From an optimization exercise on the open Yosys and OpenROAD flow, aimed at small area and a short achievable clock period; shortcuts taken in it are not production practice.
Only the layout flow was run in this run; the RTL was not checked for function there.
No activity file was given, so power comes from the tool's default toggle rates.

`flow/config.mk`:
```
export PLATFORM = sky130hd
export DESIGN_NAME = perceptron_bp
export DESIGN_NICKNAME = perceptron_bp
export VERILOG_FILES = /design/flow/design.v
export SDC_FILE = /design/flow/constraint.sdc
export NUM_CORES = 4
export LEC_CHECK = 0
export ABC_CLOCK_PERIOD_IN_PS = 3000
export CAP_MARGIN = 20
export CORE_MARGIN = 2
export CORE_UTILIZATION = 40
export CTS_CLUSTER_DIAMETER = 100
export CTS_CLUSTER_SIZE = 30
export SETUP_SLACK_MARGIN = 3.5
export SLEW_MARGIN = 20
```
`flow/constraint.sdc`:
```
create_clock -name core_clock -period 7.0 [get_ports {clk}]
set_input_delay 1.4000 -clock core_clock [delete_from_list [all_inputs] [get_ports {clk}]]
set_output_delay 1.4000 -clock core_clock [all_outputs]
set_load 0.01 [all_outputs]
```
`flow/design.v`:
```
module dot_product_unit (
  input  logic         clk,
  input  logic [263:0] u,
  input  logic [5:0]   nzc,
  output logic [13:0]  d
);
  logic s1;
  logic c2;
  logic s3;
  logic c4;
  logic s5;
  logic c6;
  logic s7;
  logic c8;
  logic s9;
  logic c10;
  logic s11;
  logic c12;
  logic s13;
  logic c14;
  logic s15;
  logic c16;
  logic s17;
  logic c18;
  logic s19;
  logic c20;
  logic s21;
  logic c22;
  logic s23;
  logic c24;
  logic s25;
  logic c26;
  logic s27;
  logic c28;
  logic s29;
  logic c30;
  logic s31;
  logic c32;
  logic s33;
  logic c34;
  logic s35;
  logic c36;
  logic s37;
  logic c38;
  logic s39;
  logic c40;
  logic s41;
  logic c42;
  logic s43;
  logic c44;
  logic s45;
  logic c46;
  logic s47;
  logic c48;
  logic s49;
  logic c50;
  logic s51;
  logic c52;
  logic s53;
  logic c54;
  logic s55;
  logic c56;
  logic s57;
  logic c58;
  logic s59;
  logic c60;
  logic s61;
  logic c62;
  logic s63;
  logic c64;
  logic s65;
  logic c66;
  logic s67;
  logic c68;
  logic s69;
  logic c70;
  logic s71;
  logic c72;
  logic s73;
  logic c74;
  logic s75;
  logic c76;
  logic s77;
  logic c78;
  logic s79;
  logic c80;
  logic s81;
  logic c82;
  logic s83;
  logic c84;
  logic s85;
  logic c86;
  logic s87;
  logic c88;
  logic s89;
  logic c90;
  logic s91;
  logic c92;
  logic s93;
  logic c94;
  logic s95;
  logic c96;
  logic s97;
  logic c98;
  logic s99;
  logic c100;
  logic s101;
  logic c102;
  logic s103;
  logic c104;
  logic s105;
  logic c106;
  logic s107;
  logic c108;
  logic s109;
  logic c110;
  logic s111;
  logic c112;
  logic s113;
  logic c114;
  logic s115;
  logic c116;
  logic s117;
  logic c118;
  logic s119;
  logic c120;
  logic s121;
  logic c122;
  logic s123;
  logic c124;
  logic s125;
  logic c126;
  logic s127;
  logic c128;
  logic s129;
  logic c130;
  logic s131;
  logic c132;
  logic s133;
  logic c134;
  logic s135;
  logic c136;
  logic s137;
  logic c138;
  logic s139;
  logic c140;
  logic s141;
  logic c142;
  logic s143;
  logic c144;
  logic s145;
  logic c146;
  logic s147;
  logic c148;
  logic s149;
  logic c150;
  logic s151;
  logic c152;
  logic s153;
  logic c154;
  logic s155;
  logic c156;
  logic s157;
  logic c158;
  logic s159;
  logic c160;
  logic s161;
  logic c162;
  logic s163;
  logic c164;
  logic s165;
  logic c166;
  logic s167;
  logic c168;
  logic s169;
  logic c170;
  logic s171;
  logic c172;
  logic s173;
  logic c174;
  logic s175;
  logic c176;
  logic s177;
  logic c178;
  logic s179;
  logic c180;
  logic s181;
  logic c182;
  logic s183;
  logic c184;
  logic s185;
  logic c186;
  logic s187;
  logic c188;
  logic s189;
  logic c190;
  logic s191;
  logic c192;
  logic s193;
  logic c194;
  logic s195;
  logic c196;
  logic s197;
  logic c198;
  logic s199;
  logic c200;
  logic s201;
  logic c202;
  logic s203;
  logic c204;
  logic s205;
  logic c206;
  logic s207;
  logic c208;
  logic s209;
  logic c210;
  logic s211;
  logic c212;
  logic s213;
  logic c214;
  logic s215;
  logic c216;
  logic s217;
  logic c218;
  logic s219;
  logic c220;
  logic s221;
  logic c222;
  logic s223;
  logic c224;
  logic s225;
  logic c226;
  logic s227;
  logic c228;
  logic s229;
  logic c230;
  logic s231;
  logic c232;
  logic s233;
  logic c234;
  logic s235;
  logic c236;
  logic s237;
  logic c238;
  logic s239;
  logic c240;
  logic s241;
  logic c242;
  logic s243;
  logic c244;
  logic s245;
  logic c246;
  logic s247;
  logic c248;
  logic s249;
  logic c250;
  logic s251;
  logic c252;
  logic s253;
  logic c254;
  logic s255;
  logic c256;
  logic s257;
  logic c258;
  logic s259;
  logic c260;
  logic s261;
  logic c262;
  logic s263;
  logic c264;
  logic s265;
  logic c266;
  logic s267;
  logic c268;
  logic s269;
  logic c270;
  logic s271;
  logic c272;
  logic s273;
  logic c274;
  logic s275;
  logic c276;
  logic s277;
  logic c278;
  logic s279;
  logic c280;
  logic s281;
  logic c282;
  logic s283;
  logic c284;
  logic s285;
  logic c286;
  logic s287;
  logic c288;
  logic s289;
  logic c290;
  logic s291;
  logic c292;
  logic s293;
  logic c294;
  logic s295;
  logic c296;
  logic s297;
  logic c298;
  logic s299;
  logic c300;
  logic s301;
  logic c302;
  logic s303;
  logic c304;
  logic s305;
  logic c306;
  logic s307;
  logic c308;
  logic s309;
  logic c310;
  logic s311;
  logic c312;
  logic s313;
  logic c314;
  logic s315;
  logic c316;
  logic s317;
  logic c318;
  logic s319;
  logic c320;
  logic s321;
  logic c322;
  logic s323;
  logic c324;
  logic s325;
  logic c326;
  logic s327;
  logic c328;
  logic s329;
  logic c330;
  logic s331;
  logic c332;
  logic s333;
  logic c334;
  logic s335;
  logic c336;
  logic s337;
  logic c338;
  logic s339;
  logic c340;
  logic s341;
  logic c342;
  logic s343;
  logic c344;
  logic s345;
  logic c346;
  logic s347;
  logic c348;
  logic s349;
  logic c350;
  logic s351;
  logic c352;
  logic s353;
  logic c354;
  logic s355;
  logic c356;
  logic s357;
  logic c358;
  logic s359;
  logic c360;
  logic s361;
  logic c362;
  logic s363;
  logic c364;
  logic s365;
  logic c366;
  logic s367;
  logic c368;
  logic s369;
  logic c370;
  logic s371;
  logic c372;
  logic s373;
  logic c374;
  logic s375;
  logic c376;
  logic s377;
  logic c378;
  logic s379;
  logic c380;
  logic s381;
  logic c382;
  logic s383;
  logic c384;
  logic s385;
  logic c386;
  logic s387;
  logic c388;
  logic s389;
  logic c390;
  logic s391;
  logic c392;
  logic s393;
  logic c394;
  logic s395;
  logic c396;
  logic s397;
  logic c398;
  logic s399;
  logic c400;
  logic s401;
  logic c402;
  logic s403;
  logic c404;
  logic s405;
  logic c406;
  logic s407;
  logic c408;
  logic s409;
  logic c410;
  logic s411;
  logic c412;
  logic s413;
  logic c414;
  logic s415;
  logic c416;
  logic s417;
  logic c418;
  logic s419;
  logic c420;
  logic s421;
  logic c422;
  logic s423;
  logic c424;
  logic s425;
  logic c426;
  logic s427;
  logic c428;
  logic s429;
  logic c430;
  logic s431;
  logic c432;
  logic s433;
  logic c434;
  logic s435;
  logic c436;
  logic s437;
  logic c438;
  logic s439;
  logic c440;
  logic s441;
  logic c442;
  logic s443;
  logic c444;
  logic s445;
  logic c446;
  logic s447;
  logic c448;
  logic s449;
  logic c450;
  logic s451;
  logic c452;
  logic s453;
  logic c454;
  logic s455;
  logic c456;
  logic s457;
  logic c458;
  logic s459;
  logic c460;
  logic s461;
  logic c462;
  logic s463;
  logic c464;
  logic s465;
  logic c466;
  logic s467;
  logic c468;
  logic s469;
  logic c470;
  logic s471;
  logic c472;
  logic s473;
  logic c474;
  logic s475;
  logic c476;
  logic s477;
  logic c478;
  logic s479;
  logic c480;
  logic s481;
  logic c482;
  logic s483;
  logic c484;
  logic s485;
  logic c486;
  logic s487;
  logic c488;
  logic s489;
  logic c490;
  logic s491;
  logic c492;
  logic s493;
  logic c494;
  logic s495;
  logic c496;
  logic s497;
  logic c498;
  logic s499;
  logic c500;
  logic s501;
  logic c502;
  logic s503;
  logic c504;
  logic s505;
  logic c506;
  logic s507;
  logic c508;
  logic s509;
  logic c510;
  logic s511;
  logic c512;
  logic s513;
  logic c514;
  logic s515;
  logic c516;
  logic s517;
  logic c518;
  logic s519;
  logic c520;
  logic s521;
  logic c522;
  logic s523;
  logic c524;
  logic s525;
  logic c526;
  logic s527;
  logic c528;
  logic s529;
  logic c530;
  logic s531;
  logic c532;
  logic p0_0;
  logic p0_1;
  logic p0_2;
  logic p0_3;
  logic p0_4;
  logic p0_5;
  logic p0_6;
  logic p0_7;
  logic p0_8;
  logic p1_0;
  logic p1_1;
  logic p1_2;
  logic p1_3;
  logic p1_4;
  logic p1_5;
  logic p1_6;
  logic p1_7;
  logic p1_8;
  logic p2_0;
  logic p2_1;
  logic p2_2;
  logic p2_3;
  logic p2_4;
  logic p2_5;
  logic p2_6;
  logic p2_7;
  logic p2_8;
  logic p3_0;
  logic p3_1;
  logic p3_2;
  logic p3_3;
  logic p3_4;
  logic p3_5;
  logic p3_6;
  logic p3_7;
  logic p3_8;
  logic p4_0;
  logic p4_1;
  logic p4_2;
  logic p4_3;
  logic p4_4;
  logic p4_5;
  logic p4_6;
  logic p4_7;
  logic p4_8;
  logic p5_0;
  logic p5_1;
  logic p5_2;
  logic p5_3;
  logic p5_4;
  logic p5_5;
  logic p5_6;
  logic p5_7;
  logic p5_8;
  logic p6_0;
  logic p6_1;
  logic p6_2;
  logic p6_3;
  logic p6_4;
  logic p6_5;
  logic p6_6;
  logic p6_7;
  logic p6_8;
  logic p7_0;
  logic p7_1;
  logic p7_2;
  logic p7_3;
  logic p7_4;
  logic p7_5;
  logic p7_6;
  logic p7_7;
  logic p8_0;
  logic p8_1;
  logic p8_2;
  logic p8_3;
  logic p8_4;
  logic p8_5;
  logic p8_6;
  logic p8_7;
  logic p9_0;
  logic p9_1;
  logic p9_2;
  logic p9_3;
  logic p9_4;
  logic p9_5;
  logic p9_6;
  logic p9_7;
  logic p10_0;
  assign s1 = u[0] ^ u[8] ^ u[16];
  assign c2 = (u[0] & u[8]) | (u[0] & u[16]) | (u[8] & u[16]);
  assign s3 = u[24] ^ u[32] ^ u[40];
  assign c4 = (u[24] & u[32]) | (u[24] & u[40]) | (u[32] & u[40]);
  assign s5 = u[48] ^ u[56] ^ u[64];
  assign c6 = (u[48] & u[56]) | (u[48] & u[64]) | (u[56] & u[64]);
  assign s7 = u[1] ^ u[9] ^ u[17];
  assign c8 = (u[1] & u[9]) | (u[1] & u[17]) | (u[9] & u[17]);
  assign s9 = u[25] ^ u[33] ^ u[41];
  assign c10 = (u[25] & u[33]) | (u[25] & u[41]) | (u[33] & u[41]);
  assign s11 = u[49] ^ u[57] ^ u[65];
  assign c12 = (u[49] & u[57]) | (u[49] & u[65]) | (u[57] & u[65]);
  assign s13 = u[73] ^ u[81] ^ u[89];
  assign c14 = (u[73] & u[81]) | (u[73] & u[89]) | (u[81] & u[89]);
  assign s15 = u[97] ^ u[105];
  assign c16 = u[97] & u[105];
  assign s17 = u[2] ^ u[10] ^ u[18];
  assign c18 = (u[2] & u[10]) | (u[2] & u[18]) | (u[10] & u[18]);
  assign s19 = u[26] ^ u[34] ^ u[42];
  assign c20 = (u[26] & u[34]) | (u[26] & u[42]) | (u[34] & u[42]);
  assign s21 = u[50] ^ u[58] ^ u[66];
  assign c22 = (u[50] & u[58]) | (u[50] & u[66]) | (u[58] & u[66]);
  assign s23 = u[74] ^ u[82] ^ u[90];
  assign c24 = (u[74] & u[82]) | (u[74] & u[90]) | (u[82] & u[90]);
  assign s25 = u[98] ^ u[106] ^ u[114];
  assign c26 = (u[98] & u[106]) | (u[98] & u[114]) | (u[106] & u[114]);
  assign s27 = u[122] ^ u[130];
  assign c28 = u[122] & u[130];
  assign s29 = u[3] ^ u[11] ^ u[19];
  assign c30 = (u[3] & u[11]) | (u[3] & u[19]) | (u[11] & u[19]);
  assign s31 = u[27] ^ u[35] ^ u[43];
  assign c32 = (u[27] & u[35]) | (u[27] & u[43]) | (u[35] & u[43]);
  assign s33 = u[51] ^ u[59] ^ u[67];
  assign c34 = (u[51] & u[59]) | (u[51] & u[67]) | (u[59] & u[67]);
  assign s35 = u[75] ^ u[83] ^ u[91];
  assign c36 = (u[75] & u[83]) | (u[75] & u[91]) | (u[83] & u[91]);
  assign s37 = u[99] ^ u[107] ^ u[115];
  assign c38 = (u[99] & u[107]) | (u[99] & u[115]) | (u[107] & u[115]);
  assign s39 = u[123] ^ u[131] ^ u[139];
  assign c40 = (u[123] & u[131]) | (u[123] & u[139]) | (u[131] & u[139]);
  assign s41 = u[4] ^ u[12] ^ u[20];
  assign c42 = (u[4] & u[12]) | (u[4] & u[20]) | (u[12] & u[20]);
  assign s43 = u[28] ^ u[36] ^ u[44];
  assign c44 = (u[28] & u[36]) | (u[28] & u[44]) | (u[36] & u[44]);
  assign s45 = u[52] ^ u[60] ^ u[68];
  assign c46 = (u[52] & u[60]) | (u[52] & u[68]) | (u[60] & u[68]);
  assign s47 = u[76] ^ u[84] ^ u[92];
  assign c48 = (u[76] & u[84]) | (u[76] & u[92]) | (u[84] & u[92]);
  assign s49 = u[100] ^ u[108] ^ u[116];
  assign c50 = (u[100] & u[108]) | (u[100] & u[116]) | (u[108] & u[116]);
  assign s51 = u[124] ^ u[132] ^ u[140];
  assign c52 = (u[124] & u[132]) | (u[124] & u[140]) | (u[132] & u[140]);
  assign s53 = u[5] ^ u[13] ^ u[21];
  assign c54 = (u[5] & u[13]) | (u[5] & u[21]) | (u[13] & u[21]);
  assign s55 = u[29] ^ u[37] ^ u[45];
  assign c56 = (u[29] & u[37]) | (u[29] & u[45]) | (u[37] & u[45]);
  assign s57 = u[53] ^ u[61] ^ u[69];
  assign c58 = (u[53] & u[61]) | (u[53] & u[69]) | (u[61] & u[69]);
  assign s59 = u[77] ^ u[85] ^ u[93];
  assign c60 = (u[77] & u[85]) | (u[77] & u[93]) | (u[85] & u[93]);
  assign s61 = u[101] ^ u[109] ^ u[117];
  assign c62 = (u[101] & u[109]) | (u[101] & u[117]) | (u[109] & u[117]);
  assign s63 = u[125] ^ u[133] ^ u[141];
  assign c64 = (u[125] & u[133]) | (u[125] & u[141]) | (u[133] & u[141]);
  assign s65 = u[6] ^ u[14] ^ u[22];
  assign c66 = (u[6] & u[14]) | (u[6] & u[22]) | (u[14] & u[22]);
  assign s67 = u[30] ^ u[38] ^ u[46];
  assign c68 = (u[30] & u[38]) | (u[30] & u[46]) | (u[38] & u[46]);
  assign s69 = u[54] ^ u[62] ^ u[70];
  assign c70 = (u[54] & u[62]) | (u[54] & u[70]) | (u[62] & u[70]);
  assign s71 = u[78] ^ u[86] ^ u[94];
  assign c72 = (u[78] & u[86]) | (u[78] & u[94]) | (u[86] & u[94]);
  assign s73 = u[102] ^ u[110] ^ u[118];
  assign c74 = (u[102] & u[110]) | (u[102] & u[118]) | (u[110] & u[118]);
  assign s75 = u[126] ^ u[134];
  assign c76 = u[126] & u[134];
  assign s77 = u[7] ^ u[15] ^ u[23];
  assign c78 = (u[7] & u[15]) | (u[7] & u[23]) | (u[15] & u[23]);
  assign s79 = u[31] ^ u[39] ^ u[47];
  assign c80 = (u[31] & u[39]) | (u[31] & u[47]) | (u[39] & u[47]);
  assign s81 = u[55] ^ u[63] ^ u[71];
  assign c82 = (u[55] & u[63]) | (u[55] & u[71]) | (u[63] & u[71]);
  assign s83 = u[79] ^ u[87] ^ u[95];
  assign c84 = (u[79] & u[87]) | (u[79] & u[95]) | (u[87] & u[95]);
  assign s85 = u[103] ^ u[111] ^ u[119];
  assign c86 = (u[103] & u[111]) | (u[103] & u[119]) | (u[111] & u[119]);
  assign s87 = u[127] ^ u[135] ^ u[143];
  assign c88 = (u[127] & u[135]) | (u[127] & u[143]) | (u[135] & u[143]);
  assign s89 = s1 ^ s3 ^ s5;
  assign c90 = (s1 & s3) | (s1 & s5) | (s3 & s5);
  assign s91 = u[72] ^ u[80] ^ u[88];
  assign c92 = (u[72] & u[80]) | (u[72] & u[88]) | (u[80] & u[88]);
  assign s93 = u[96] ^ u[104] ^ u[112];
  assign c94 = (u[96] & u[104]) | (u[96] & u[112]) | (u[104] & u[112]);
  assign s95 = u[120] ^ u[128] ^ u[136];
  assign c96 = (u[120] & u[128]) | (u[120] & u[136]) | (u[128] & u[136]);
  assign s97 = u[144] ^ u[152];
  assign c98 = u[144] & u[152];
  assign s99 = c2 ^ c4 ^ c6;
  assign c100 = (c2 & c4) | (c2 & c6) | (c4 & c6);
  assign s101 = s7 ^ s9 ^ s11;
  assign c102 = (s7 & s9) | (s7 & s11) | (s9 & s11);
  assign s103 = s13 ^ s15 ^ u[113];
  assign c104 = (s13 & s15) | (s13 & u[113]) | (s15 & u[113]);
  assign s105 = u[121] ^ u[129] ^ u[137];
  assign c106 = (u[121] & u[129]) | (u[121] & u[137]) | (u[129] & u[137]);
  assign s107 = u[145] ^ u[153] ^ u[161];
  assign c108 = (u[145] & u[153]) | (u[145] & u[161]) | (u[153] & u[161]);
  assign s109 = u[169] ^ u[177] ^ u[185];
  assign c110 = (u[169] & u[177]) | (u[169] & u[185]) | (u[177] & u[185]);
  assign s111 = u[193] ^ u[201] ^ u[209];
  assign c112 = (u[193] & u[201]) | (u[193] & u[209]) | (u[201] & u[209]);
  assign s113 = c8 ^ c10 ^ c12;
  assign c114 = (c8 & c10) | (c8 & c12) | (c10 & c12);
  assign s115 = c14 ^ c16 ^ s17;
  assign c116 = (c14 & c16) | (c14 & s17) | (c16 & s17);
  assign s117 = s19 ^ s21 ^ s23;
  assign c118 = (s19 & s21) | (s19 & s23) | (s21 & s23);
  assign s119 = s25 ^ s27 ^ u[138];
  assign c120 = (s25 & s27) | (s25 & u[138]) | (s27 & u[138]);
  assign s121 = u[146] ^ u[154] ^ u[162];
  assign c122 = (u[146] & u[154]) | (u[146] & u[162]) | (u[154] & u[162]);
  assign s123 = u[170] ^ u[178] ^ u[186];
  assign c124 = (u[170] & u[178]) | (u[170] & u[186]) | (u[178] & u[186]);
  assign s125 = u[194] ^ u[202] ^ u[210];
  assign c126 = (u[194] & u[202]) | (u[194] & u[210]) | (u[202] & u[210]);
  assign s127 = u[218] ^ u[226] ^ u[234];
  assign c128 = (u[218] & u[226]) | (u[218] & u[234]) | (u[226] & u[234]);
  assign s129 = c18 ^ c20 ^ c22;
  assign c130 = (c18 & c20) | (c18 & c22) | (c20 & c22);
  assign s131 = c24 ^ c26 ^ c28;
  assign c132 = (c24 & c26) | (c24 & c28) | (c26 & c28);
  assign s133 = s29 ^ s31 ^ s33;
  assign c134 = (s29 & s31) | (s29 & s33) | (s31 & s33);
  assign s135 = s35 ^ s37 ^ s39;
  assign c136 = (s35 & s37) | (s35 & s39) | (s37 & s39);
  assign s137 = u[147] ^ u[155] ^ u[163];
  assign c138 = (u[147] & u[155]) | (u[147] & u[163]) | (u[155] & u[163]);
  assign s139 = u[171] ^ u[179] ^ u[187];
  assign c140 = (u[171] & u[179]) | (u[171] & u[187]) | (u[179] & u[187]);
  assign s141 = u[195] ^ u[203] ^ u[211];
  assign c142 = (u[195] & u[203]) | (u[195] & u[211]) | (u[203] & u[211]);
  assign s143 = u[219] ^ u[227] ^ u[235];
  assign c144 = (u[219] & u[227]) | (u[219] & u[235]) | (u[227] & u[235]);
  assign s145 = u[243] ^ u[251];
  assign c146 = u[243] & u[251];
  assign s147 = c30 ^ c32 ^ c34;
  assign c148 = (c30 & c32) | (c30 & c34) | (c32 & c34);
  assign s149 = c36 ^ c38 ^ c40;
  assign c150 = (c36 & c38) | (c36 & c40) | (c38 & c40);
  assign s151 = s41 ^ s43 ^ s45;
  assign c152 = (s41 & s43) | (s41 & s45) | (s43 & s45);
  assign s153 = s47 ^ s49 ^ s51;
  assign c154 = (s47 & s49) | (s47 & s51) | (s49 & s51);
  assign s155 = u[148] ^ u[156] ^ u[164];
  assign c156 = (u[148] & u[156]) | (u[148] & u[164]) | (u[156] & u[164]);
  assign s157 = u[172] ^ u[180] ^ u[188];
  assign c158 = (u[172] & u[180]) | (u[172] & u[188]) | (u[180] & u[188]);
  assign s159 = u[196] ^ u[204] ^ u[212];
  assign c160 = (u[196] & u[204]) | (u[196] & u[212]) | (u[204] & u[212]);
  assign s161 = u[220] ^ u[228] ^ u[236];
  assign c162 = (u[220] & u[228]) | (u[220] & u[236]) | (u[228] & u[236]);
  assign s163 = u[244] ^ u[252] ^ u[260];
  assign c164 = (u[244] & u[252]) | (u[244] & u[260]) | (u[252] & u[260]);
  assign s165 = c42 ^ c44 ^ c46;
  assign c166 = (c42 & c44) | (c42 & c46) | (c44 & c46);
  assign s167 = c48 ^ c50 ^ c52;
  assign c168 = (c48 & c50) | (c48 & c52) | (c50 & c52);
  assign s169 = s53 ^ s55 ^ s57;
  assign c170 = (s53 & s55) | (s53 & s57) | (s55 & s57);
  assign s171 = s59 ^ s61 ^ s63;
  assign c172 = (s59 & s61) | (s59 & s63) | (s61 & s63);
  assign s173 = u[149] ^ u[157] ^ u[165];
  assign c174 = (u[149] & u[157]) | (u[149] & u[165]) | (u[157] & u[165]);
  assign s175 = u[173] ^ u[181] ^ u[189];
  assign c176 = (u[173] & u[181]) | (u[173] & u[189]) | (u[181] & u[189]);
  assign s177 = u[197] ^ u[205] ^ u[213];
  assign c178 = (u[197] & u[205]) | (u[197] & u[213]) | (u[205] & u[213]);
  assign s179 = u[221] ^ u[229] ^ u[237];
  assign c180 = (u[221] & u[229]) | (u[221] & u[237]) | (u[229] & u[237]);
  assign s181 = u[245] ^ u[253] ^ u[261];
  assign c182 = (u[245] & u[253]) | (u[245] & u[261]) | (u[253] & u[261]);
  assign s183 = c54 ^ c56 ^ c58;
  assign c184 = (c54 & c56) | (c54 & c58) | (c56 & c58);
  assign s185 = c60 ^ c62 ^ c64;
  assign c186 = (c60 & c62) | (c60 & c64) | (c62 & c64);
  assign s187 = s65 ^ s67 ^ s69;
  assign c188 = (s65 & s67) | (s65 & s69) | (s67 & s69);
  assign s189 = s71 ^ s73 ^ s75;
  assign c190 = (s71 & s73) | (s71 & s75) | (s73 & s75);
  assign s191 = u[142] ^ u[150] ^ u[158];
  assign c192 = (u[142] & u[150]) | (u[142] & u[158]) | (u[150] & u[158]);
  assign s193 = u[166] ^ u[174] ^ u[182];
  assign c194 = (u[166] & u[174]) | (u[166] & u[182]) | (u[174] & u[182]);
  assign s195 = u[190] ^ u[198] ^ u[206];
  assign c196 = (u[190] & u[198]) | (u[190] & u[206]) | (u[198] & u[206]);
  assign s197 = u[214] ^ u[222] ^ u[230];
  assign c198 = (u[214] & u[222]) | (u[214] & u[230]) | (u[222] & u[230]);
  assign s199 = u[238] ^ u[246] ^ u[254];
  assign c200 = (u[238] & u[246]) | (u[238] & u[254]) | (u[246] & u[254]);
  assign s201 = c66 ^ c68 ^ c70;
  assign c202 = (c66 & c68) | (c66 & c70) | (c68 & c70);
  assign s203 = c72 ^ c74 ^ c76;
  assign c204 = (c72 & c74) | (c72 & c76) | (c74 & c76);
  assign s205 = s77 ^ s79 ^ s81;
  assign c206 = (s77 & s79) | (s77 & s81) | (s79 & s81);
  assign s207 = s83 ^ s85 ^ s87;
  assign c208 = (s83 & s85) | (s83 & s87) | (s85 & s87);
  assign s209 = u[151] ^ u[159] ^ u[167];
  assign c210 = (u[151] & u[159]) | (u[151] & u[167]) | (u[159] & u[167]);
  assign s211 = u[175] ^ u[183] ^ u[191];
  assign c212 = (u[175] & u[183]) | (u[175] & u[191]) | (u[183] & u[191]);
  assign s213 = u[199] ^ u[207] ^ u[215];
  assign c214 = (u[199] & u[207]) | (u[199] & u[215]) | (u[207] & u[215]);
  assign s215 = u[223] ^ u[231] ^ u[239];
  assign c216 = (u[223] & u[231]) | (u[223] & u[239]) | (u[231] & u[239]);
  assign s217 = u[247] ^ u[255] ^ u[263];
  assign c218 = (u[247] & u[255]) | (u[247] & u[263]) | (u[255] & u[263]);
  assign s219 = s89 ^ s91 ^ s93;
  assign c220 = (s89 & s91) | (s89 & s93) | (s91 & s93);
  assign s221 = s95 ^ s97 ^ u[160];
  assign c222 = (s95 & s97) | (s95 & u[160]) | (s97 & u[160]);
  assign s223 = u[168] ^ u[176] ^ u[184];
  assign c224 = (u[168] & u[176]) | (u[168] & u[184]) | (u[176] & u[184]);
  assign s225 = c90 ^ c92 ^ c94;
  assign c226 = (c90 & c92) | (c90 & c94) | (c92 & c94);
  assign s227 = c96 ^ c98 ^ s99;
  assign c228 = (c96 & c98) | (c96 & s99) | (c98 & s99);
  assign s229 = s101 ^ s103 ^ s105;
  assign c230 = (s101 & s103) | (s101 & s105) | (s103 & s105);
  assign s231 = s107 ^ s109 ^ s111;
  assign c232 = (s107 & s109) | (s107 & s111) | (s109 & s111);
  assign s233 = u[217] ^ u[225];
  assign c234 = u[217] & u[225];
  assign s235 = c100 ^ c102 ^ c104;
  assign c236 = (c100 & c102) | (c100 & c104) | (c102 & c104);
  assign s237 = c106 ^ c108 ^ c110;
  assign c238 = (c106 & c108) | (c106 & c110) | (c108 & c110);
  assign s239 = c112 ^ s113 ^ s115;
  assign c240 = (c112 & s113) | (c112 & s115) | (s113 & s115);
  assign s241 = s117 ^ s119 ^ s121;
  assign c242 = (s117 & s119) | (s117 & s121) | (s119 & s121);
  assign s243 = s123 ^ s125 ^ s127;
  assign c244 = (s123 & s125) | (s123 & s127) | (s125 & s127);
  assign s245 = u[242] ^ u[250];
  assign c246 = u[242] & u[250];
  assign s247 = c114 ^ c116 ^ c118;
  assign c248 = (c114 & c116) | (c114 & c118) | (c116 & c118);
  assign s249 = c120 ^ c122 ^ c124;
  assign c250 = (c120 & c122) | (c120 & c124) | (c122 & c124);
  assign s251 = c126 ^ c128 ^ s129;
  assign c252 = (c126 & c128) | (c126 & s129) | (c128 & s129);
  assign s253 = s131 ^ s133 ^ s135;
  assign c254 = (s131 & s133) | (s131 & s135) | (s133 & s135);
  assign s255 = s137 ^ s139 ^ s141;
  assign c256 = (s137 & s139) | (s137 & s141) | (s139 & s141);
  assign s257 = s143 ^ s145 ^ u[259];
  assign c258 = (s143 & s145) | (s143 & u[259]) | (s145 & u[259]);
  assign s259 = c130 ^ c132 ^ c134;
  assign c260 = (c130 & c132) | (c130 & c134) | (c132 & c134);
  assign s261 = c136 ^ c138 ^ c140;
  assign c262 = (c136 & c138) | (c136 & c140) | (c138 & c140);
  assign s263 = c142 ^ c144 ^ c146;
  assign c264 = (c142 & c144) | (c142 & c146) | (c144 & c146);
  assign s265 = s147 ^ s149 ^ s151;
  assign c266 = (s147 & s149) | (s147 & s151) | (s149 & s151);
  assign s267 = s153 ^ s155 ^ s157;
  assign c268 = (s153 & s155) | (s153 & s157) | (s155 & s157);
  assign s269 = s159 ^ s161 ^ s163;
  assign c270 = (s159 & s161) | (s159 & s163) | (s161 & s163);
  assign s271 = c148 ^ c150 ^ c152;
  assign c272 = (c148 & c150) | (c148 & c152) | (c150 & c152);
  assign s273 = c154 ^ c156 ^ c158;
  assign c274 = (c154 & c156) | (c154 & c158) | (c156 & c158);
  assign s275 = c160 ^ c162 ^ c164;
  assign c276 = (c160 & c162) | (c160 & c164) | (c162 & c164);
  assign s277 = s165 ^ s167 ^ s169;
  assign c278 = (s165 & s167) | (s165 & s169) | (s167 & s169);
  assign s279 = s171 ^ s173 ^ s175;
  assign c280 = (s171 & s173) | (s171 & s175) | (s173 & s175);
  assign s281 = s177 ^ s179 ^ s181;
  assign c282 = (s177 & s179) | (s177 & s181) | (s179 & s181);
  assign s283 = c166 ^ c168 ^ c170;
  assign c284 = (c166 & c168) | (c166 & c170) | (c168 & c170);
  assign s285 = c172 ^ c174 ^ c176;
  assign c286 = (c172 & c174) | (c172 & c176) | (c174 & c176);
  assign s287 = c178 ^ c180 ^ c182;
  assign c288 = (c178 & c180) | (c178 & c182) | (c180 & c182);
  assign s289 = s183 ^ s185 ^ s187;
  assign c290 = (s183 & s185) | (s183 & s187) | (s185 & s187);
  assign s291 = s189 ^ s191 ^ s193;
  assign c292 = (s189 & s191) | (s189 & s193) | (s191 & s193);
  assign s293 = s195 ^ s197 ^ s199;
  assign c294 = (s195 & s197) | (s195 & s199) | (s197 & s199);
  assign s295 = c184 ^ c186 ^ c188;
  assign c296 = (c184 & c186) | (c184 & c188) | (c186 & c188);
  assign s297 = c190 ^ c192 ^ c194;
  assign c298 = (c190 & c192) | (c190 & c194) | (c192 & c194);
  assign s299 = c196 ^ c198 ^ c200;
  assign c300 = (c196 & c198) | (c196 & c200) | (c198 & c200);
  assign s301 = s201 ^ s203 ^ s205;
  assign c302 = (s201 & s203) | (s201 & s205) | (s203 & s205);
  assign s303 = s207 ^ s209 ^ s211;
  assign c304 = (s207 & s209) | (s207 & s211) | (s209 & s211);
  assign s305 = s213 ^ s215 ^ s217;
  assign c306 = (s213 & s215) | (s213 & s217) | (s215 & s217);
  assign s307 = c202 ^ c204 ^ c206;
  assign c308 = (c202 & c204) | (c202 & c206) | (c204 & c206);
  assign s309 = c208 ^ c210 ^ c212;
  assign c310 = (c208 & c210) | (c208 & c212) | (c210 & c212);
  assign s311 = c214 ^ c216 ^ c218;
  assign c312 = (c214 & c216) | (c214 & c218) | (c216 & c218);
  assign s313 = c78 ^ c80 ^ c82;
  assign c314 = (c78 & c80) | (c78 & c82) | (c80 & c82);
  assign s315 = c84 ^ c86;
  assign c316 = c84 & c86;
  assign s317 = s219 ^ s221 ^ s223;
  assign c318 = (s219 & s221) | (s219 & s223) | (s221 & s223);
  assign s319 = u[192] ^ u[200] ^ u[208];
  assign c320 = (u[192] & u[200]) | (u[192] & u[208]) | (u[200] & u[208]);
  assign s321 = c220 ^ c222 ^ c224;
  assign c322 = (c220 & c222) | (c220 & c224) | (c222 & c224);
  assign s323 = s225 ^ s227 ^ s229;
  assign c324 = (s225 & s227) | (s225 & s229) | (s227 & s229);
  assign s325 = s231 ^ s233 ^ u[233];
  assign c326 = (s231 & s233) | (s231 & u[233]) | (s233 & u[233]);
  assign s327 = c226 ^ c228 ^ c230;
  assign c328 = (c226 & c228) | (c226 & c230) | (c228 & c230);
  assign s329 = c232 ^ c234 ^ s235;
  assign c330 = (c232 & c234) | (c232 & s235) | (c234 & s235);
  assign s331 = s237 ^ s239 ^ s241;
  assign c332 = (s237 & s239) | (s237 & s241) | (s239 & s241);
  assign s333 = s243 ^ s245;
  assign c334 = s243 & s245;
  assign s335 = c236 ^ c238 ^ c240;
  assign c336 = (c236 & c238) | (c236 & c240) | (c238 & c240);
  assign s337 = c242 ^ c244 ^ c246;
  assign c338 = (c242 & c244) | (c242 & c246) | (c244 & c246);
  assign s339 = s247 ^ s249 ^ s251;
  assign c340 = (s247 & s249) | (s247 & s251) | (s249 & s251);
  assign s341 = s253 ^ s255 ^ s257;
  assign c342 = (s253 & s255) | (s253 & s257) | (s255 & s257);
  assign s343 = c248 ^ c250 ^ c252;
  assign c344 = (c248 & c250) | (c248 & c252) | (c250 & c252);
  assign s345 = c254 ^ c256 ^ c258;
  assign c346 = (c254 & c256) | (c254 & c258) | (c256 & c258);
  assign s347 = s259 ^ s261 ^ s263;
  assign c348 = (s259 & s261) | (s259 & s263) | (s261 & s263);
  assign s349 = s265 ^ s267 ^ s269;
  assign c350 = (s265 & s267) | (s265 & s269) | (s267 & s269);
  assign s351 = c260 ^ c262 ^ c264;
  assign c352 = (c260 & c262) | (c260 & c264) | (c262 & c264);
  assign s353 = c266 ^ c268 ^ c270;
  assign c354 = (c266 & c268) | (c266 & c270) | (c268 & c270);
  assign s355 = s271 ^ s273 ^ s275;
  assign c356 = (s271 & s273) | (s271 & s275) | (s273 & s275);
  assign s357 = s277 ^ s279 ^ s281;
  assign c358 = (s277 & s279) | (s277 & s281) | (s279 & s281);
  assign s359 = c272 ^ c274 ^ c276;
  assign c360 = (c272 & c274) | (c272 & c276) | (c274 & c276);
  assign s361 = c278 ^ c280 ^ c282;
  assign c362 = (c278 & c280) | (c278 & c282) | (c280 & c282);
  assign s363 = s283 ^ s285 ^ s287;
  assign c364 = (s283 & s285) | (s283 & s287) | (s285 & s287);
  assign s365 = s289 ^ s291 ^ s293;
  assign c366 = (s289 & s291) | (s289 & s293) | (s291 & s293);
  assign s367 = c284 ^ c286 ^ c288;
  assign c368 = (c284 & c286) | (c284 & c288) | (c286 & c288);
  assign s369 = c290 ^ c292 ^ c294;
  assign c370 = (c290 & c292) | (c290 & c294) | (c292 & c294);
  assign s371 = s295 ^ s297 ^ s299;
  assign c372 = (s295 & s297) | (s295 & s299) | (s297 & s299);
  assign s373 = s301 ^ s303 ^ s305;
  assign c374 = (s301 & s303) | (s301 & s305) | (s303 & s305);
  assign s375 = c296 ^ c298 ^ c300;
  assign c376 = (c296 & c298) | (c296 & c300) | (c298 & c300);
  assign s377 = c302 ^ c304 ^ c306;
  assign c378 = (c302 & c304) | (c302 & c306) | (c304 & c306);
  assign s379 = s307 ^ s309 ^ s311;
  assign c380 = (s307 & s309) | (s307 & s311) | (s309 & s311);
  assign s381 = s313 ^ s315 ^ c88;
  assign c382 = (s313 & s315) | (s313 & c88) | (s315 & c88);
  assign s383 = c308 ^ c310;
  assign c384 = c308 & c310;
  always_ff @(posedge clk) begin
    p0_0 <= s317;
    p0_1 <= s319;
    p0_2 <= u[216];
    p0_3 <= u[224];
    p0_4 <= u[232];
    p0_5 <= u[240];
    p0_6 <= u[248];
    p0_7 <= u[256];
    p0_8 <= nzc[0];
    p1_0 <= c318;
    p1_1 <= c320;
    p1_2 <= s321;
    p1_3 <= s323;
    p1_4 <= s325;
    p1_5 <= u[241];
    p1_6 <= u[249];
    p1_7 <= u[257];
    p1_8 <= nzc[1];
    p2_0 <= c322;
    p2_1 <= c324;
    p2_2 <= c326;
    p2_3 <= s327;
    p2_4 <= s329;
    p2_5 <= s331;
    p2_6 <= s333;
    p2_7 <= u[258];
    p2_8 <= nzc[2];
    p3_0 <= c328;
    p3_1 <= c330;
    p3_2 <= c332;
    p3_3 <= c334;
    p3_4 <= s335;
    p3_5 <= s337;
    p3_6 <= s339;
    p3_7 <= s341;
    p3_8 <= nzc[3];
    p4_0 <= c336;
    p4_1 <= c338;
    p4_2 <= c340;
    p4_3 <= c342;
    p4_4 <= s343;
    p4_5 <= s345;
    p4_6 <= s347;
    p4_7 <= s349;
    p4_8 <= nzc[4];
    p5_0 <= c344;
    p5_1 <= c346;
    p5_2 <= c348;
    p5_3 <= c350;
    p5_4 <= s351;
    p5_5 <= s353;
    p5_6 <= s355;
    p5_7 <= s357;
    p5_8 <= nzc[5];
    p6_0 <= c352;
    p6_1 <= c354;
    p6_2 <= c356;
    p6_3 <= c358;
    p6_4 <= s359;
    p6_5 <= s361;
    p6_6 <= s363;
    p6_7 <= s365;
    p6_8 <= u[262];
    p7_0 <= c360;
    p7_1 <= c362;
    p7_2 <= c364;
    p7_3 <= c366;
    p7_4 <= s367;
    p7_5 <= s369;
    p7_6 <= s371;
    p7_7 <= s373;
    p8_0 <= c368;
    p8_1 <= c370;
    p8_2 <= c372;
    p8_3 <= c374;
    p8_4 <= s375;
    p8_5 <= s377;
    p8_6 <= s379;
    p8_7 <= s381;
    p9_0 <= c376;
    p9_1 <= c378;
    p9_2 <= c380;
    p9_3 <= c382;
    p9_4 <= s383;
    p9_5 <= c312;
    p9_6 <= c314;
    p9_7 <= c316;
    p10_0 <= c384;
  end
  assign s385 = p0_0 ^ p0_1 ^ p0_2;
  assign c386 = (p0_0 & p0_1) | (p0_0 & p0_2) | (p0_1 & p0_2);
  assign s387 = p0_3 ^ p0_4;
  assign c388 = p0_3 & p0_4;
  assign s389 = p1_0 ^ p1_1 ^ p1_2;
  assign c390 = (p1_0 & p1_1) | (p1_0 & p1_2) | (p1_1 & p1_2);
  assign s391 = p1_3 ^ p1_4 ^ p1_5;
  assign c392 = (p1_3 & p1_4) | (p1_3 & p1_5) | (p1_4 & p1_5);
  assign s393 = p1_6 ^ p1_7;
  assign c394 = p1_6 & p1_7;
  assign s395 = p2_0 ^ p2_1 ^ p2_2;
  assign c396 = (p2_0 & p2_1) | (p2_0 & p2_2) | (p2_1 & p2_2);
  assign s397 = p2_3 ^ p2_4 ^ p2_5;
  assign c398 = (p2_3 & p2_4) | (p2_3 & p2_5) | (p2_4 & p2_5);
  assign s399 = p2_6 ^ p2_7 ^ p2_8;
  assign c400 = (p2_6 & p2_7) | (p2_6 & p2_8) | (p2_7 & p2_8);
  assign s401 = p3_0 ^ p3_1 ^ p3_2;
  assign c402 = (p3_0 & p3_1) | (p3_0 & p3_2) | (p3_1 & p3_2);
  assign s403 = p3_3 ^ p3_4 ^ p3_5;
  assign c404 = (p3_3 & p3_4) | (p3_3 & p3_5) | (p3_4 & p3_5);
  assign s405 = p3_6 ^ p3_7 ^ p3_8;
  assign c406 = (p3_6 & p3_7) | (p3_6 & p3_8) | (p3_7 & p3_8);
  assign s407 = p4_0 ^ p4_1 ^ p4_2;
  assign c408 = (p4_0 & p4_1) | (p4_0 & p4_2) | (p4_1 & p4_2);
  assign s409 = p4_3 ^ p4_4 ^ p4_5;
  assign c410 = (p4_3 & p4_4) | (p4_3 & p4_5) | (p4_4 & p4_5);
  assign s411 = p4_6 ^ p4_7 ^ p4_8;
  assign c412 = (p4_6 & p4_7) | (p4_6 & p4_8) | (p4_7 & p4_8);
  assign s413 = p5_0 ^ p5_1 ^ p5_2;
  assign c414 = (p5_0 & p5_1) | (p5_0 & p5_2) | (p5_1 & p5_2);
  assign s415 = p5_3 ^ p5_4 ^ p5_5;
  assign c416 = (p5_3 & p5_4) | (p5_3 & p5_5) | (p5_4 & p5_5);
  assign s417 = p5_6 ^ p5_7 ^ p5_8;
  assign c418 = (p5_6 & p5_7) | (p5_6 & p5_8) | (p5_7 & p5_8);
  assign s419 = p6_0 ^ p6_1 ^ p6_2;
  assign c420 = (p6_0 & p6_1) | (p6_0 & p6_2) | (p6_1 & p6_2);
  assign s421 = p6_3 ^ p6_4 ^ p6_5;
  assign c422 = (p6_3 & p6_4) | (p6_3 & p6_5) | (p6_4 & p6_5);
  assign s423 = p6_6 ^ p6_7 ^ p6_8;
  assign c424 = (p6_6 & p6_7) | (p6_6 & p6_8) | (p6_7 & p6_8);
  assign s425 = p7_0 ^ p7_1 ^ p7_2;
  assign c426 = (p7_0 & p7_1) | (p7_0 & p7_2) | (p7_1 & p7_2);
  assign s427 = p7_3 ^ p7_4 ^ p7_5;
  assign c428 = (p7_3 & p7_4) | (p7_3 & p7_5) | (p7_4 & p7_5);
  assign s429 = p7_6 ^ p7_7 ^ 1'b1;
  assign c430 = (p7_6 & p7_7) | (p7_6 & 1'b1) | (p7_7 & 1'b1);
  assign s431 = p8_0 ^ p8_1 ^ p8_2;
  assign c432 = (p8_0 & p8_1) | (p8_0 & p8_2) | (p8_1 & p8_2);
  assign s433 = p8_3 ^ p8_4 ^ p8_5;
  assign c434 = (p8_3 & p8_4) | (p8_3 & p8_5) | (p8_4 & p8_5);
  assign s435 = p8_6 ^ p8_7 ^ 1'b1;
  assign c436 = (p8_6 & p8_7) | (p8_6 & 1'b1) | (p8_7 & 1'b1);
  assign s437 = p9_0 ^ p9_1 ^ p9_2;
  assign c438 = (p9_0 & p9_1) | (p9_0 & p9_2) | (p9_1 & p9_2);
  assign s439 = p9_3 ^ p9_4 ^ p9_5;
  assign c440 = (p9_3 & p9_4) | (p9_3 & p9_5) | (p9_4 & p9_5);
  assign s441 = p9_6 ^ p9_7 ^ 1'b1;
  assign c442 = (p9_6 & p9_7) | (p9_6 & 1'b1) | (p9_7 & 1'b1);
  assign s443 = s385 ^ s387 ^ p0_5;
  assign c444 = (s385 & s387) | (s385 & p0_5) | (s387 & p0_5);
  assign s445 = c386 ^ c388 ^ s389;
  assign c446 = (c386 & c388) | (c386 & s389) | (c388 & s389);
  assign s447 = s391 ^ s393;
  assign c448 = s391 & s393;
  assign s449 = c390 ^ c392 ^ c394;
  assign c450 = (c390 & c392) | (c390 & c394) | (c392 & c394);
  assign s451 = s395 ^ s397 ^ s399;
  assign c452 = (s395 & s397) | (s395 & s399) | (s397 & s399);
  assign s453 = c396 ^ c398 ^ c400;
  assign c454 = (c396 & c398) | (c396 & c400) | (c398 & c400);
  assign s455 = s401 ^ s403 ^ s405;
  assign c456 = (s401 & s403) | (s401 & s405) | (s403 & s405);
  assign s457 = c402 ^ c404 ^ c406;
  assign c458 = (c402 & c404) | (c402 & c406) | (c404 & c406);
  assign s459 = s407 ^ s409 ^ s411;
  assign c460 = (s407 & s409) | (s407 & s411) | (s409 & s411);
  assign s461 = c408 ^ c410 ^ c412;
  assign c462 = (c408 & c410) | (c408 & c412) | (c410 & c412);
  assign s463 = s413 ^ s415 ^ s417;
  assign c464 = (s413 & s415) | (s413 & s417) | (s415 & s417);
  assign s465 = c414 ^ c416 ^ c418;
  assign c466 = (c414 & c416) | (c414 & c418) | (c416 & c418);
  assign s467 = s419 ^ s421 ^ s423;
  assign c468 = (s419 & s421) | (s419 & s423) | (s421 & s423);
  assign s469 = c420 ^ c422 ^ c424;
  assign c470 = (c420 & c422) | (c420 & c424) | (c422 & c424);
  assign s471 = s425 ^ s427 ^ s429;
  assign c472 = (s425 & s427) | (s425 & s429) | (s427 & s429);
  assign s473 = c426 ^ c428 ^ c430;
  assign c474 = (c426 & c428) | (c426 & c430) | (c428 & c430);
  assign s475 = s431 ^ s433 ^ s435;
  assign c476 = (s431 & s433) | (s431 & s435) | (s433 & s435);
  assign s477 = c432 ^ c434 ^ c436;
  assign c478 = (c432 & c434) | (c432 & c436) | (c434 & c436);
  assign s479 = s437 ^ s439 ^ s441;
  assign c480 = (s437 & s439) | (s437 & s441) | (s439 & s441);
  assign s481 = c438 ^ c440 ^ c442;
  assign c482 = (c438 & c440) | (c438 & c442) | (c440 & c442);
  assign s483 = p10_0 ^ 1'b1;
  assign c484 = p10_0 & 1'b1;
  assign s485 = s443 ^ p0_6;
  assign c486 = s443 & p0_6;
  assign s487 = c444 ^ s445 ^ s447;
  assign c488 = (c444 & s445) | (c444 & s447) | (s445 & s447);
  assign s489 = c446 ^ c448 ^ s449;
  assign c490 = (c446 & c448) | (c446 & s449) | (c448 & s449);
  assign s491 = c450 ^ c452 ^ s453;
  assign c492 = (c450 & c452) | (c450 & s453) | (c452 & s453);
  assign s493 = c454 ^ c456 ^ s457;
  assign c494 = (c454 & c456) | (c454 & s457) | (c456 & s457);
  assign s495 = c458 ^ c460 ^ s461;
  assign c496 = (c458 & c460) | (c458 & s461) | (c460 & s461);
  assign s497 = c462 ^ c464 ^ s465;
  assign c498 = (c462 & c464) | (c462 & s465) | (c464 & s465);
  assign s499 = c466 ^ c468 ^ s469;
  assign c500 = (c466 & c468) | (c466 & s469) | (c468 & s469);
  assign s501 = c470 ^ c472 ^ s473;
  assign c502 = (c470 & c472) | (c470 & s473) | (c472 & s473);
  assign s503 = c474 ^ c476 ^ s477;
  assign c504 = (c474 & c476) | (c474 & s477) | (c476 & s477);
  assign s505 = c478 ^ c480 ^ s481;
  assign c506 = (c478 & c480) | (c478 & s481) | (c480 & s481);
  assign s507 = c482 ^ c484;
  assign c508 = c482 & c484;
  assign s509 = s485 ^ p0_7;
  assign c510 = s485 & p0_7;
  assign s511 = c486 ^ s487 ^ p1_8;
  assign c512 = (c486 & s487) | (c486 & p1_8) | (s487 & p1_8);
  assign s513 = c488 ^ s489 ^ s451;
  assign c514 = (c488 & s489) | (c488 & s451) | (s489 & s451);
  assign s515 = c490 ^ s491 ^ s455;
  assign c516 = (c490 & s491) | (c490 & s455) | (s491 & s455);
  assign s517 = c492 ^ s493 ^ s459;
  assign c518 = (c492 & s493) | (c492 & s459) | (s493 & s459);
  assign s519 = c494 ^ s495 ^ s463;
  assign c520 = (c494 & s495) | (c494 & s463) | (s495 & s463);
  assign s521 = c496 ^ s497 ^ s467;
  assign c522 = (c496 & s497) | (c496 & s467) | (s497 & s467);
  assign s523 = c498 ^ s499 ^ s471;
  assign c524 = (c498 & s499) | (c498 & s471) | (s499 & s471);
  assign s525 = c500 ^ s501 ^ s475;
  assign c526 = (c500 & s501) | (c500 & s475) | (s501 & s475);
  assign s527 = c502 ^ s503 ^ s479;
  assign c528 = (c502 & s503) | (c502 & s479) | (s503 & s479);
  assign s529 = c504 ^ s505 ^ s483;
  assign c530 = (c504 & s505) | (c504 & s483) | (s505 & s483);
  assign s531 = c506 ^ s507 ^ 1'b1;
  assign c532 = (c506 & s507) | (c506 & 1'b1) | (s507 & 1'b1);
  logic [13:0] opa, opb;
  assign opa = {1'b1, c532, c530, c528, c526, c524, c522, c520, c518, c516, c514, c512, c510, s509};
  assign opb = {1'b0, c508, s531, s529, s527, s525, s523, s521, s519, s517, s515, s513, s511, p0_8};
  assign d = opa + opb;
endmodule
module perceptron_bp (
  input  logic        clk,
  input  logic        rst,
  input  logic [31:0] pc,
  input  logic        predict_en,
  output logic        prediction,
  output logic        prediction_valid,
  output logic [15:0] confidence,
  input  logic        train_en,
  input  logic [31:0] train_pc,
  input  logic        actual_taken,
  input  logic        history_update_en,
  input  logic        branch_taken,
  output logic [15:0] prediction_count,
  output logic [15:0] misprediction_count
);
  localparam int N = 8;
  localparam int ROW = 264;
  logic [2:0] pidx, tidx;
  assign pidx = pc[4:2] ^ pc[12:10] ^ pc[20:18];
  assign tidx = train_pc[4:2] ^ train_pc[12:10] ^ train_pc[20:18];
  logic [13:0] conf;             
  logic        mispredicted, small_conf, should_train;
  assign mispredicted = conf[13] ^ ~actual_taken;    
  assign small_conf   = conf[13] ? (&conf[12:4] & (|conf[3:0])) : ~(|conf[12:4]);
  assign should_train = train_en & (mispredicted | small_conf);
  logic [N-1:0]   v;             
  logic [N-1:0]   wsel;          
  logic [N-1:0]   tsel;          
  logic           pv1, pv2, pvalid;
  logic           at_r;          
  logic           hu_r;          
  logic [32:0]    hx;            
  logic [5:0]     nzc;           
  logic [N-1:0][ROW-1:0] w;      
  logic [15:0]    pcnt, mcnt;
  logic [N-1:0] v_next;
  assign v_next = v | wsel;
  logic [13:0] dsum;
  always_ff @(posedge clk or posedge rst) begin
    if (rst) begin
      v      <= '0;
      wsel   <= '0;
      pv1    <= 1'b0;
      pv2    <= 1'b0;
      pvalid <= 1'b0;
      hu_r   <= 1'b0;
      hx     <= '0;
      nzc    <= 6'd32;
      pcnt   <= '0;
      mcnt   <= '0;
      conf   <= '0;
    end else begin
      v      <= v_next;
      for (int e = 0; e < N; e++) wsel[e] <= should_train & (tidx == e);
      pv1    <= predict_en;
      pv2    <= pv1;
      pvalid <= pv2;
      hu_r   <= history_update_en;
      if (history_update_en) begin
        hx  <= {hx[31:0], branch_taken};
        nzc <= nzc + {5'd0, ~branch_taken} - {5'd0, ~hx[31]};
      end
      if (train_en) begin
        pcnt <= pcnt + 16'd1;
        if (mispredicted) mcnt <= mcnt + 16'd1;
      end
      if (pv2) conf <= dsum;
    end
  end
  always_ff @(posedge clk) begin
    for (int e = 0; e < N; e++)
      tsel[e] <= should_train & (tidx == e) & v_next[e];
    at_r <= actual_taken;
  end
  logic [31:0] hprev;
  assign hprev = hu_r ? hx[32:1] : hx[31:0];
  logic [ROW-1:0] trow;
  always_comb begin
    trow = '0;
    for (int e = 0; e < N; e++)
      trow = trow | ({ROW{tsel[e]}} & w[e]);
  end
  function automatic logic [7:0] step(input logic [7:0] x, input logic up);
    logic [7:0] z;
    logic [7:0] flip;
    logic       sat;
    z = x ^ {8{~up}};
    sat = (z == 8'h7f);
    flip[0] = 1'b1;
    for (int i = 1; i < 8; i++) flip[i] = flip[i-1] & z[i-1];
    step = x ^ (flip & {8{~sat}});
  endfunction
  logic [ROW-1:0] nrow;
  always_comb begin
    for (int k = 0; k < 32; k++)
      nrow[k*8 +: 8] = step(trow[k*8 +: 8], at_r == hprev[k]);
    nrow[256 +: 8] = step(trow[256 +: 8], at_r);
  end
  always_ff @(posedge clk) begin
    for (int e = 0; e < N; e++)
      if (wsel[e]) w[e] <= nrow;
  end
  logic [N-1:0] prsel;
  logic         fwd;
  always_comb begin
    fwd = 1'b0;
    for (int e = 0; e < N; e++) begin
      prsel[e] = (pidx == e) & v[e] & ~wsel[e];
      fwd = fwd | ((pidx == e) & wsel[e]);
    end
  end
  logic [ROW-1:0] prow;
  always_comb begin
    prow = {ROW{fwd}} & nrow;
    for (int e = 0; e < N; e++)
      prow = prow | ({ROW{prsel[e]}} & w[e]);
  end
  logic [ROW-1:0] u, u_r;
  logic [5:0]     nzc_r;
  always_comb begin
    for (int k = 0; k < 32; k++)
      u[k*8 +: 8] = prow[k*8 +: 8] ^ {hx[k], {7{~hx[k]}}};
    u[256 +: 8] = prow[256 +: 8] ^ 8'h80;
  end
  always_ff @(posedge clk) begin
    u_r   <= u;
    nzc_r <= nzc;
  end
  dot_product_unit dp (.clk(clk), .u(u_r), .nzc(nzc_r), .d(dsum));
  assign confidence          = {{2{conf[13]}}, conf};
  assign prediction          = ~conf[13];
  assign prediction_valid    = pvalid;
  assign prediction_count    = pcnt;
  assign misprediction_count = mcnt;
endmodule
```
`flow/run.sh`:
```
#!/bin/bash
# synth_recipe.tcl (not shown) runs the flow's synth.tcl, then flattens the netlist and writes it again
# the make line also repeats each setting of config.mk as NAME=value (left out here)
make -C /OpenROAD-flow-scripts/flow DESIGN_CONFIG=/design/flow/config.mk WORK_HOME=/design/flow/orfs CLKGATE_MAP_FILE= SYNTH_SCRIPT=/design/flow/synth_recipe.tcl finish
```
==> summary.md <==
| Metric | Value |
|---|---|
| Core area | 297000 um^2 |
| Chip Width | 550 um |
| Final worst slack | 2.50 ns |
| DRC violations left | 0 |
| Area after DPL | 124000 um^2 |
| Crit-path leading delay family | adder cells |
| Die Outline Area | 302000 um^2 |
| Post-synthesis instance area | 119000 um^2 |
| Crit-path cells | inv_2 > fa_1 > inv_1 > fa_1 > inv_1 > fa_1 > fa_1 > inv_2 > fa_2 > a21o_1 > a21o_1 > a21o_1 > a31o_4 > a41oi_4 > nor2b_4 > xnor2_2 > mux2_4 |
| Die Y | 550 um |
| Hpwl dp | 211000 um |
| Register area share after synthesis | 61.6% |
| Clk sinks | 2584 |
| Syn_nets | 8980 |
| Worst reg2reg path depth | 17 |
| Crit path kind | flop to flop |
| Htree depth | 3 |
| Clk slew on worst S/H paths | 0.12 ns |
| Largest net degree at the start of global routing | 104 |
| Multi-input gate area | 44300 um^2 |
| Final Hold Viols | 0 |
| Clock network power share | 10.4% |
| Internal | 43.1 mW |
| WP buf/inv | 4 |
| Vias in the first global route | 81900 |
| IO Count | 121 |
| Crit path launch type | flop |
| Slew Viols, Final | 0 |
| DR vias | 85000 |
| # nets final | 9045 |
| Total congestion overflow | 0 |
| Antenna violations before repair | 10 |
| Async set-reset flop share out of synthesis | 4.06% |
| Comb pwr share | 58.5% |
| Relative slew margins | 27.5% |
| Avg WL per Cell | 33.1 um |
| Critical Path Most Common Cell | fa_1 |
| Clk root buf | clkbuf_16 |
| Most used DFF post-synth | edfxtp_1 |
| Worst min-delay path category | flop to flop |
| GRT Overall Usage | 26.4% |
| Fraction of layout cells with a size suffix above 1 | 15.7% |
| Inst Count DP | 12200 |
| Switching share of power | 44.0% |
| Status | complete, no violations |
| Seq cells post-synth | 2584 |
| FF/Latch Area | 73500 um^2 |
| CTS tree | yes |
| Synthesis Warnings | 2 |
| Critical path fanouts, max | 2 |
| Num rows | 200 |
| CP peak stage delay | 0.53 ns |
| Final Cell Area | 135000 um^2 |
| Sequential share of power | 31.1% |
| Vias per inst | 6.69 |
| Clock latency (worst-skew pair) | 0.88 ns |
| First-pass GRT wire length | 584000 um |
| Setup TNS | 0 ns |
| Fmax | 222 MHz |
| RSZ-0062 raised after global routing | true |
| WL final | 421000 um |
| CP endpoint kind | flop |
| Setup Slack @ Placement | 1.84 ns |
| Total power draw | 76.9 mW |
| Req. time, crit path | 7.76 ns |
| Clk buf depth | 3 |
| Synth Instances | 8621 |
| Area Growth Syn to Fin | 12.9% |
| Gp weighted congestion | 0.878 |
| TritonCTS Buffers | 103 |
| PD cells | 572 nW/um^2 |
| Period minus WS final | 4.50 ns |
| P_leak | 44.2 nW |
| Initial Util | 40.2% |
| Max Cap Viol | 0 |
| Final period util | 64.3% |
| Filler cell count | 25800 |
| Final setup viols | 0 |
| Worst Path Arrival | 5.26 ns |
| ANT nets after route | 0 |
| Switching Power | 33.8 mW |
| Non-Filler Instances | 12700 |
| Port bufs | 74 |
| Cell count along the critical path | 17 |
| Library cells used by synthesis | 105 |
| Slowest CP cell | fa_1 |
| DRT Pass-1 Iters | 12 |
| Synth Area per Inst | 13.8 um^2 |
| DR iter-0 viols | 13700 |
| Skew final | 0.0612 ns |
| Hold-critical path depth | 0 |
| Worst IR drop on VDD | 2430 uV |
| EDFF count, synth | 2112 |
| Actual slew at the worst max-slew pin | 1.09 ns |
-- flip-flops by register name, summed over array words and instances (netlist names), 6 cells and up --
register and flops:
u_r 264, nzc_r 6, nzc 6, w 2112, mcnt 16, hx 33
pcnt 16, wsel 8, v 8, conf 14, tsel 8
-- metrics by stage --
stage               hold slack, ns  util [%]
CTS                          0.320      44.3
global route                 0.322      45.4
detailed placement           0.313      41.9
finish                       0.326      45.4
global placement             0.315      41.9
floorplan                    0.310         -
-- worst register-to-register path, delay by kind of cell (launching register included) --
| family | cells | cell delay (ns) |
|---|---|---|
| fa+ha+maj | 5 | 2.33 |
| compound gates | 5 | 0.94 |
| mux | 1 | 0.27 |
| flops | 1 | 0.34 |
| simple gates | 1 | 0.20 |
| buf+inv | 4 | 0.18 |
| xor+xnor | 1 | 0.11 |
-- layout by cell type (no fill, tap or decap), types with 102 or more instances in the layout --
master,n
xor2_2,121
buf_4,290
fa_1,246
nand2_1,102
edfxtp_1,2112
a21oi_1,175
xor2_1,242
a221oi_1,206
a22o_1,238
inv_1,345
nand4_1,280
a21oi_2,149
nand3_1,291
dfxtp_1,356
xnor2_1,175
a22oi_1,1627
nor2_1,145
clkbuf_16,123
-- Yosys cell counts, types with 16 or more instances --
cell type	count	area, um^2
a22oi_2	24	300
ha_1	41	513
edfxtp_1	2112	63400
dfrtp_1	104	2600
a311oi_2	18	270
nand3b_1	20	150
nand4_1	280	1750
a22oi_1	1633	12300
nand3_1	292	1460
and3_1	16	100
a22o_1	255	2230
clkbuf_1	190	713
nand2_1	104	390
nor2_1	145	544
buf_4	34	255
a221oi_1	238	2080
xnor2_1	231	2020
and2_1	52	325
nand2b_1	19	119
a31oi_1	82	513
o21ai_0	61	305
nor3_1	32	160
inv_1	349	1310
a21oi_1	330	1650
fa_1	247	4940
nor4_1	35	219
a21o_1	29	218
buf_1	81	304
a311oi_1	24	210
buf_6	86	968
o221ai_1	17	149
dfxtp_1	367	7350
xor2_1	364	3190
mux2i_1	27	270
o211ai_1	17	128
and4_1	83	727
nand4_2	25	313
buf_2	207	1040
mux2_2	72	811
-- layer usage --
metal / up-vias / global-route usage [%] / share of wire [%]
met1: 43300 / 36.3 / 38
li1: 34500 / - / -
met2: 6221 / 40.4 / 44
met4: 6 / 11.5 / 4.7
met5: - / 0 / 0.011
met3: 1062 / 5.33 / 12
-- what timing repair did --
action / in CTS / in global routing
resized for setup: 332 / 256
hold buffers: 0 / 0
setup endpoints to repair: 2273 / 786
cloned: 30 / 15
pin swaps: 49 / 85
setup buffers: 119 / 161
-- final timing paths --
kind | startpoint | to | slack (ns)
worst max-delay path | dp.p1_0$_DFF_P_ | conf[10]$_DFFE_PP0P_ | 2.50
worst min-delay path | nzc_r[5]$_DFF_P_ | dp.p5_8$_DFF_P_ | 0.33
worst max register to register | dp.p1_0$_DFF_P_ | conf[10]$_DFFE_PP0P_ | 2.50
worst min register to register | nzc_r[5]$_DFF_P_ | dp.p5_8$_DFF_P_ | 0.33
max in group asynchronous | rst | hx[15]$_DFFE_PP0P_ | 4.80
min in group asynchronous | rst | pcnt[5]$_DFFE_PP0P_ | 0.92
-- cell type report --
cell class / count / area share [%]
clock inverters: 28 / 0.303
diodes: 4 / 0.00744
inverters: 350 / 0.980
flip-flops and latches: 2584 / 54.6
clock buffers: 168 / 2.20
multi-input cells: 5084 / 32.9
repair buffers: 563 / 5.29
well taps: 3939 / 3.66
-- power by group through the flow --
stage / logic [mW] / registers, mW / clock network [mW]
global placement: 34.7 / 24.3 / 0
finish: 45.0 / 23.9 / 8.02
detailed placement: 35.3 / 24.3 / 0
floorplan: 23.2 / 23.6 / 0
CTS: 40.5 / 23.9 / 8.10
global route: 47.8 / 24.1 / 8.59
-- kinds of logic (layout without fill, tap and decap cells) --
group,count (synthesis),count (layout),synth area share [%]
multiplexers,117,118,1.22
AND/OR/NAND/NOR,1189,1189,5.86
buffers and inverters,954,1109,3.90
flip-flops,2584,2584,61.6
AO/OA/AOI/OAI,2877,2877,18.2
other,0,4,0
adder cells (fa/ha/maj),288,288,4.58
XOR/XNOR,612,612,4.62

==> separate check: timing with driven ports <==
The flow's constraints put no driver on any port. The routed layout listed below was extracted and timed again, unchanged, in two steps. Step 1 (the two cells are an assumption about what drives the block):
set clk [get_ports {clk}]
set_driving_cell -lib_cell sky130_fd_sc_hd__clkbuf_16 $clk
set_driving_cell -lib_cell sky130_fd_sc_hd__buf_2 [delete_from_list [all_inputs] $clk]
Step 2 also shifts input and output timing later by t, the mid clock arrival at the registers, as if the neighbouring blocks saw the same clock. Slacks: ideal / step 1 / step 2; pairs: ideal / step 1.
t, ns: 0.932
setup slack, ns: 2.501 / 2.501 / 2.501
hold WS [ns]: 0.326 / 0.326 / 0.326
clock arrival spread, ns: 0.061 / 0.061
After both steps setup and hold are still met in this run. For this run, drivers alone change the setup slack by 0.000 ns; drivers and shift together by 0.000 ns.
